This design comes from an exercise in tuning for small area and a short achievable clock period on the open sky130 flow, not from production work. Where RTL was checked, it was by simulation tests only, not by an equivalence proof against the original. Power is estimated from default activity; no workload was simulated.

Setup of lane 1:
Design alu16_top, start of the top module:
module alu16_top (
    input clk,
    input [5:0] alufn,
    input [15:0] a,
    input [15:0] b,
    output reg [15:0] y
  );
  wire [55:0] cs;
  alu_3 alu (.alufn(alufn), .a(a), .b(b), .cs(cs));
  wire [1:0] grp = alufn[5:4];
  reg [55:0] cs_q;
  reg sel_sum_q, sel_rev_q, force_q, ltd_q;
  always @(posedge clk) begin
    cs_q <= cs;
    sel_sum_q <= ~grp[1] | (~grp[0] & ~alufn[0]);    
    sel_rev_q <= (grp == 2'b10) & alufn[0];           
    force_q <= (grp == 2'b11) & ((alufn[1] & (a == b)) | (alufn[2] & a[15] & ~b[15]));
    ltd_q <= (grp == 2'b11) & alufn[2] & ~(a[15] ^ b[15]);
  end
  wire s47, c48;
  ha1 u_s47 (.a(cs_q[22]), .b(cs_q[23]), .s(s47), .co(c48));
  wire s49, c50;
  ha1 u_s49 (.a(cs_q[27]), .b(cs_q[28]), .s(s49), .co(c50));
  wire s51, c52;
  ha1 u_s51 (.a(cs_q[31]), .b(cs_q[32]), .s(s51), .co(c52));
  wire s53, c54;
  fa1 u_s53 (.a(cs_q[35]), .b(cs_q[36]), .ci(cs_q[37]), .s(s53), .co(c54));
  wire s55, c56;
  ha1 u_s55 (.a(cs_q[38]), .b(cs_q[39]), .s(s55), .co(c56));
  wire s57, c58;
  fa1 u_s57 (.a(cs_q[41]), .b(cs_q[42]), .ci(cs_q[43]), .s(s57), .co(c58));
  ...
==> module alu16_top, before the edit <==
module alu16_top (
    input clk,
    input [5:0] alufn,
    input [15:0] a,
    input [15:0] b,
    output reg [15:0] y
  );
  wire [55:0] cs;
  alu_3 alu (.alufn(alufn), .a(a), .b(b), .cs(cs));
  wire [1:0] grp = alufn[5:4];
  reg [55:0] cs_q;
  reg sel_sum_q, sel_rev_q, force_q, ltd_q;
  always @(posedge clk) begin
    cs_q <= cs;
    sel_sum_q <= ~grp[1] | (~grp[0] & ~alufn[0]);    
    sel_rev_q <= (grp == 2'b10) & alufn[0];           
    force_q <= (grp == 2'b11) & ((alufn[1] & (a == b)) | (alufn[2] & a[15] & ~b[15]));
    ltd_q <= (grp == 2'b11) & alufn[2] & ~(a[15] ^ b[15]);
  end
  wire s47, c48;
  ha1 u_s47 (.a(cs_q[22]), .b(cs_q[23]), .s(s47), .co(c48));
  wire s49, c50;
  ha1 u_s49 (.a(cs_q[27]), .b(cs_q[28]), .s(s49), .co(c50));
  wire s51, c52;
  ha1 u_s51 (.a(cs_q[31]), .b(cs_q[32]), .s(s51), .co(c52));
  wire s53, c54;
  fa1 u_s53 (.a(cs_q[35]), .b(cs_q[36]), .ci(cs_q[37]), .s(s53), .co(c54));
  wire s55, c56;
  ha1 u_s55 (.a(cs_q[38]), .b(cs_q[39]), .s(s55), .co(c56));
  wire s57, c58;
  fa1 u_s57 (.a(cs_q[41]), .b(cs_q[42]), .ci(cs_q[43]), .s(s57), .co(c58));
  wire s59, c60;
  ha1 u_s59 (.a(cs_q[44]), .b(cs_q[45]), .s(s59), .co(c60));
  wire s61, c62;
  fa1 u_s61 (.a(cs_q[46]), .b(cs_q[47]), .ci(cs_q[48]), .s(s61), .co(c62));
  wire s63, c64;
  ha1 u_s63 (.a(cs_q[49]), .b(cs_q[50]), .s(s63), .co(c64));
  wire s65, c66;
  ha1 u_s65 (.a(cs_q[12]), .b(cs_q[13]), .s(s65), .co(c66));
  wire s67, c68;
  ha1 u_s67 (.a(cs_q[16]), .b(cs_q[17]), .s(s67), .co(c68));
  wire s69, c70;
  ha1 u_s69 (.a(cs_q[19]), .b(cs_q[20]), .s(s69), .co(c70));
  wire s71, c72;
  fa1 u_s71 (.a(cs_q[24]), .b(cs_q[25]), .ci(cs_q[26]), .s(s71), .co(c72));
  wire s73, c74;
  fa1 u_s73 (.a(cs_q[29]), .b(cs_q[30]), .ci(c48), .s(s73), .co(c74));
  wire s75, c76;
  fa1 u_s75 (.a(cs_q[33]), .b(cs_q[34]), .ci(c50), .s(s75), .co(c76));
  wire s77, c78;
  fa1 u_s77 (.a(cs_q[40]), .b(c52), .ci(s55), .s(s77), .co(c78));
  wire s79, c80;
  fa1 u_s79 (.a(c56), .b(s59), .ci(c54), .s(s79), .co(c80));
  wire s81, c82;
  fa1 u_s81 (.a(c60), .b(s63), .ci(c58), .s(s81), .co(c82));
  wire s83, c84;
  ha1 u_s83 (.a(cs_q[1]), .b(cs_q[2]), .s(s83), .co(c84));
  wire s85, c86;
  ha1 u_s85 (.a(cs_q[5]), .b(cs_q[6]), .s(s85), .co(c86));
  wire s87, c88;
  ha1 u_s87 (.a(cs_q[8]), .b(cs_q[9]), .s(s87), .co(c88));
  wire s89, c90;
  ha1 u_s89 (.a(cs_q[10]), .b(cs_q[11]), .s(s89), .co(c90));
  wire s91, c92;
  fa1 u_s91 (.a(cs_q[14]), .b(cs_q[15]), .ci(s65), .s(s91), .co(c92));
  wire s93, c94;
  fa1 u_s93 (.a(cs_q[18]), .b(c66), .ci(s67), .s(s93), .co(c94));
  wire s95, c96;
  fa1 u_s95 (.a(cs_q[21]), .b(c68), .ci(s69), .s(s95), .co(c96));
  wire s97, c98;
  fa1 u_s97 (.a(s47), .b(c70), .ci(s71), .s(s97), .co(c98));
  wire s99, c100;
  fa1 u_s99 (.a(s49), .b(c72), .ci(s73), .s(s99), .co(c100));
  wire s101, c102;
  fa1 u_s101 (.a(s51), .b(c74), .ci(s75), .s(s101), .co(c102));
  wire s103, c104;
  fa1 u_s103 (.a(s53), .b(c76), .ci(s77), .s(s103), .co(c104));
  wire s105, c106;
  fa1 u_s105 (.a(s57), .b(c78), .ci(s79), .s(s105), .co(c106));
  wire s107, c108;
  fa1 u_s107 (.a(s61), .b(c80), .ci(s81), .s(s107), .co(c108));
  wire p109 = cs_q[51] ^ cs_q[52];
  wire p110 = cs_q[53] ^ cs_q[54];
  wire p111 = cs_q[55] ^ p109;
  wire p112 = p110 ^ c64;
  wire p113 = p111 ^ c62;
  wire p114 = p112 ^ p113;
  wire p115 = p114 ^ c82;
  wire p116 = p115 ^ c108;
  wire [15:0] sx = {p116, c106, c104, c102, c100, c98, c96, c94, c92, c90, c88, c86, cs_q[7], cs_q[4], cs_q[3], cs_q[0]};
  wire [15:0] sy = {1'b0, s107, s105, s103, s101, s99, s97, s95, s93, s91, s89, s87, s85, c84, s83, 1'b0};
  wire [15:0] sum;
  adder16_7 add (.x(sx), .y(sy), .sum(sum));
  wire cmp;
  compare16_10 comp (.force1(force_q), .ltd(ltd_q), .d15(sum[15]), .out(cmp));
  wire [15:0] rv;
  assign rv[15] = cs_q[0];
  assign rv[14] = cs_q[1] | cs_q[2] | cs_q[3];
  assign rv[13] = cs_q[4];
  assign rv[12] = cs_q[5] | cs_q[6] | cs_q[7];
  assign rv[11] = cs_q[8] | cs_q[9];
  assign rv[10] = cs_q[10] | cs_q[11];
  assign rv[9] = cs_q[12] | cs_q[13] | cs_q[14] | cs_q[15];
  assign rv[8] = cs_q[16] | cs_q[17] | cs_q[18];
  assign rv[7] = cs_q[19] | cs_q[20] | cs_q[21];
  assign rv[6] = cs_q[22] | cs_q[23] | cs_q[24] | cs_q[25] | cs_q[26];
  assign rv[5] = cs_q[27] | cs_q[28] | cs_q[29] | cs_q[30];
  assign rv[4] = cs_q[31] | cs_q[32] | cs_q[33] | cs_q[34];
  assign rv[3] = cs_q[35] | cs_q[36] | cs_q[37] | cs_q[38] | cs_q[39] | cs_q[40];
  assign rv[2] = cs_q[41] | cs_q[42] | cs_q[43] | cs_q[44] | cs_q[45];
  assign rv[1] = cs_q[46] | cs_q[47] | cs_q[48] | cs_q[49] | cs_q[50];
  assign rv[0] = cs_q[51] | cs_q[52] | cs_q[53] | cs_q[54] | cs_q[55];
  wire [15:0] res = ({16{sel_sum_q}} & sum) | ({16{sel_rev_q}} & rv) |
                    {15'd0, cmp};
  always @(posedge clk) begin
    y <= res;
  end
endmodule
Settings: LEC_CHECK=0, CAP_MARGIN=0, CORE_MARGIN=2, CORE_UTILIZATION=55, CTS_BUF_LIST=sky130_fd_sc_hd__clkbuf_4 sky130_fd_sc_hd__clkbuf_8, SETUP_SLACK_MARGIN=2.85, SLEW_MARGIN=0, BUFFER_PORTS_ARGS=-buffer_cell sky130_fd_sc_hd__buf_1; clock period 6.5 ns.
standard.sh (not shown) runs the stock make flow with config.mk's settings and CLKGATE_MAP_FILE= SYNTH_SCRIPT=/design/flow/synth_recipe.tcl, a recipe that flattens the netlist after the stock synthesis.
==> flow/flow/run.sh <==
#!/bin/bash
# Standard layout (the standard.sh) with two changes to its settings:
# half-adder cells are kept out of synthesis (abc maps half adders to plain
# gates), and the port buffers are the smallest buffer cell.  The tools'
# output goes to standard.log here.
set -e
cat >> "$FLOW_CONFIG" <<'EOC'
export DONT_USE_CELLS += sky130_fd_sc_hd__ha_1 sky130_fd_sc_hd__ha_2 sky130_fd_sc_hd__ha_4
export BUFFER_PORTS_ARGS = -buffer_cell sky130_fd_sc_hd__buf_1
EOC
bash standard.sh > standard.log 2>&1
For lane 2, these inputs were changed with respect to lane 1:
==> flow/design.v, changed modules only <==
module alu16_top (
    input clk,
    input [5:0] alufn,
    input [15:0] a,
    input [15:0] b,
    output [15:0] y
  );
  wire [55:0] cs;
  alu_3 alu (.alufn(alufn), .a(a), .b(b), .cs(cs));
  wire [1:0] grp = alufn[5:4];
  reg [55:0] cs_q;
  reg sel_sum_q, sel_rev_q, force_q, ltd_q;
  always @(posedge clk) begin
    cs_q <= cs;
    sel_sum_q <= ~grp[1] | (~grp[0] & ~alufn[0]);    
    sel_rev_q <= (grp == 2'b10) & alufn[0];           
    force_q <= (grp == 2'b11) & ((alufn[1] & (a == b)) | (alufn[2] & a[15] & ~b[15]));
    ltd_q <= (grp == 2'b11) & alufn[2] & ~(a[15] ^ b[15]);
  end
  wire s47, c48;
  ha1 u_s47 (.a(cs_q[22]), .b(cs_q[23]), .s(s47), .co(c48));
  wire s49, c50;
  ha1 u_s49 (.a(cs_q[27]), .b(cs_q[28]), .s(s49), .co(c50));
  wire s51, c52;
  ha1 u_s51 (.a(cs_q[31]), .b(cs_q[32]), .s(s51), .co(c52));
  wire s53, c54;
  fa1 u_s53 (.a(cs_q[35]), .b(cs_q[36]), .ci(cs_q[37]), .s(s53), .co(c54));
  wire s55, c56;
  ha1 u_s55 (.a(cs_q[38]), .b(cs_q[39]), .s(s55), .co(c56));
  wire s57, c58;
  fa1 u_s57 (.a(cs_q[41]), .b(cs_q[42]), .ci(cs_q[43]), .s(s57), .co(c58));
  wire s59, c60;
  ha1 u_s59 (.a(cs_q[44]), .b(cs_q[45]), .s(s59), .co(c60));
  wire s61, c62;
  fa1 u_s61 (.a(cs_q[46]), .b(cs_q[47]), .ci(cs_q[48]), .s(s61), .co(c62));
  wire s63, c64;
  ha1 u_s63 (.a(cs_q[49]), .b(cs_q[50]), .s(s63), .co(c64));
  wire s65, c66;
  ha1 u_s65 (.a(cs_q[12]), .b(cs_q[13]), .s(s65), .co(c66));
  wire s67, c68;
  ha1 u_s67 (.a(cs_q[16]), .b(cs_q[17]), .s(s67), .co(c68));
  wire s69, c70;
  ha1 u_s69 (.a(cs_q[19]), .b(cs_q[20]), .s(s69), .co(c70));
  wire s71, c72;
  fa1 u_s71 (.a(cs_q[24]), .b(cs_q[25]), .ci(cs_q[26]), .s(s71), .co(c72));
  wire s73, c74;
  fa1 u_s73 (.a(cs_q[29]), .b(cs_q[30]), .ci(c48), .s(s73), .co(c74));
  wire s75, c76;
  fa1 u_s75 (.a(cs_q[33]), .b(cs_q[34]), .ci(c50), .s(s75), .co(c76));
  wire s77, c78;
  fa1 u_s77 (.a(cs_q[40]), .b(c52), .ci(s55), .s(s77), .co(c78));
  wire s79, c80;
  fa1 u_s79 (.a(c56), .b(s59), .ci(c54), .s(s79), .co(c80));
  wire s81, c82;
  fa1 u_s81 (.a(c60), .b(s63), .ci(c58), .s(s81), .co(c82));
  wire s83, c84;
  ha1 u_s83 (.a(cs_q[1]), .b(cs_q[2]), .s(s83), .co(c84));
  wire s85, c86;
  ha1 u_s85 (.a(cs_q[5]), .b(cs_q[6]), .s(s85), .co(c86));
  wire s87, c88;
  ha1 u_s87 (.a(cs_q[8]), .b(cs_q[9]), .s(s87), .co(c88));
  wire s89, c90;
  ha1 u_s89 (.a(cs_q[10]), .b(cs_q[11]), .s(s89), .co(c90));
  wire s91, c92;
  fa1 u_s91 (.a(cs_q[14]), .b(cs_q[15]), .ci(s65), .s(s91), .co(c92));
  wire s93, c94;
  fa1 u_s93 (.a(cs_q[18]), .b(c66), .ci(s67), .s(s93), .co(c94));
  wire s95, c96;
  fa1 u_s95 (.a(cs_q[21]), .b(c68), .ci(s69), .s(s95), .co(c96));
  wire s97, c98;
  fa1 u_s97 (.a(s47), .b(c70), .ci(s71), .s(s97), .co(c98));
  wire s99, c100;
  fa1 u_s99 (.a(s49), .b(c72), .ci(s73), .s(s99), .co(c100));
  wire s101, c102;
  fa1 u_s101 (.a(s51), .b(c74), .ci(s75), .s(s101), .co(c102));
  wire s103, c104;
  fa1 u_s103 (.a(s53), .b(c76), .ci(s77), .s(s103), .co(c104));
  wire s105, c106;
  fa1 u_s105 (.a(s57), .b(c78), .ci(s79), .s(s105), .co(c106));
  wire s107, c108;
  fa1 u_s107 (.a(s61), .b(c80), .ci(s81), .s(s107), .co(c108));
  wire p109 = cs_q[51] ^ cs_q[52];
  wire p110 = cs_q[53] ^ cs_q[54];
  wire p111 = cs_q[55] ^ p109;
  wire p112 = p110 ^ c64;
  wire p113 = p111 ^ c62;
  wire p114 = p112 ^ p113;
  wire p115 = p114 ^ c82;
  wire p116 = p115 ^ c108;
  wire [15:0] sx = {p116, c106, c104, c102, c100, c98, c96, c94, c92, c90, c88, c86, cs_q[7], cs_q[4], cs_q[3], cs_q[0]};
  wire [15:0] sy = {1'b0, s107, s105, s103, s101, s99, s97, s95, s93, s91, s89, s87, s85, c84, s83, 1'b0};
  wire [15:0] sum;
  adder16_7 add (.x(sx), .y(sy), .sum(sum));
  wire cmp;
  reg [15:0] sum_q;
  reg sel_sum_qq, sel_rev_qq, force_qq, ltd_qq;
  always @(posedge clk) begin
    sum_q <= sum;
    sel_sum_qq <= sel_sum_q;
    sel_rev_qq <= sel_rev_q;
    force_qq <= force_q;
    ltd_qq <= ltd_q;
  end
  compare16_10 comp (.force1(force_qq), .ltd(ltd_qq), .d15(sum_q[15]), .out(cmp));
  wire [15:0] rv;
  genvar ri;
  generate for (ri = 0; ri < 16; ri = ri + 1) begin : g_rev
    assign rv[ri] = sum_q[15 - ri];
  end endgenerate
  assign y = ({16{sel_sum_qq}} & sum_q) | ({16{sel_rev_qq}} & rv) |
             {15'd0, cmp};
endmodule
### Flow results
- Each of the runs, namely lane 1 and lane 2, reached the end of the flow and came out clean.
- Any difference in clock insertion delay at the later pin of the skew report between lane 2 and lane 1 is small enough to ignore.
- [diff] fmax, lane 2 relative to lane 1: regression
- The run with more setup slack is lane 1; lane 2 has less.
- Portion of total power attributed to the clock network in lane 2 vs lane 1: down 2.1 points
- Status: global-route wire length before repair parity (lane 2, lane 1)
- Comparing via count for lane 1 and lane 2, the bigger number came from lane 1.
- The wire length of lane 2 was inferior to that of lane 1.
- Lane 2 vs lane 1: utilization down
No functional check of the RTL was part of lane 2.

==> what the ideal ports hide <==
In the flow no input, the clock included, has a driving cell. The finished layouts below were timed again as built, in two steps. Step 1 assumes that a clkbuf_16 drives the clock port and a buf_2 every other input. Step 2 adds t to the input delays and takes it off the output delays; t is the mean of the earliest and latest rising clock arrival at the registers after step 1. Input paths then give back, and output paths get back, about the clock's delay inside the block. Slacks: ideal / step 1 / step 2; pairs: ideal / step 1.
| run | t (ns) | setup slack, ns | worst register clock-pin slew, ns | pins driven straight from the clock port |
|---|---|---|---|---|
| lane 1 | 0.387 | 2.979 / 2.992 / 2.606 | 0.08 / 0.08 | 1 |
| lane 2 | 0.393 | 2.869 / 2.888 / 2.495 | 0.08 / 0.08 | 1 |
After both steps every run listed still meets setup and hold. The setup slack of lane 2, which loses most, moves by +0.019 ns with the drivers and by -0.374 ns with both steps.
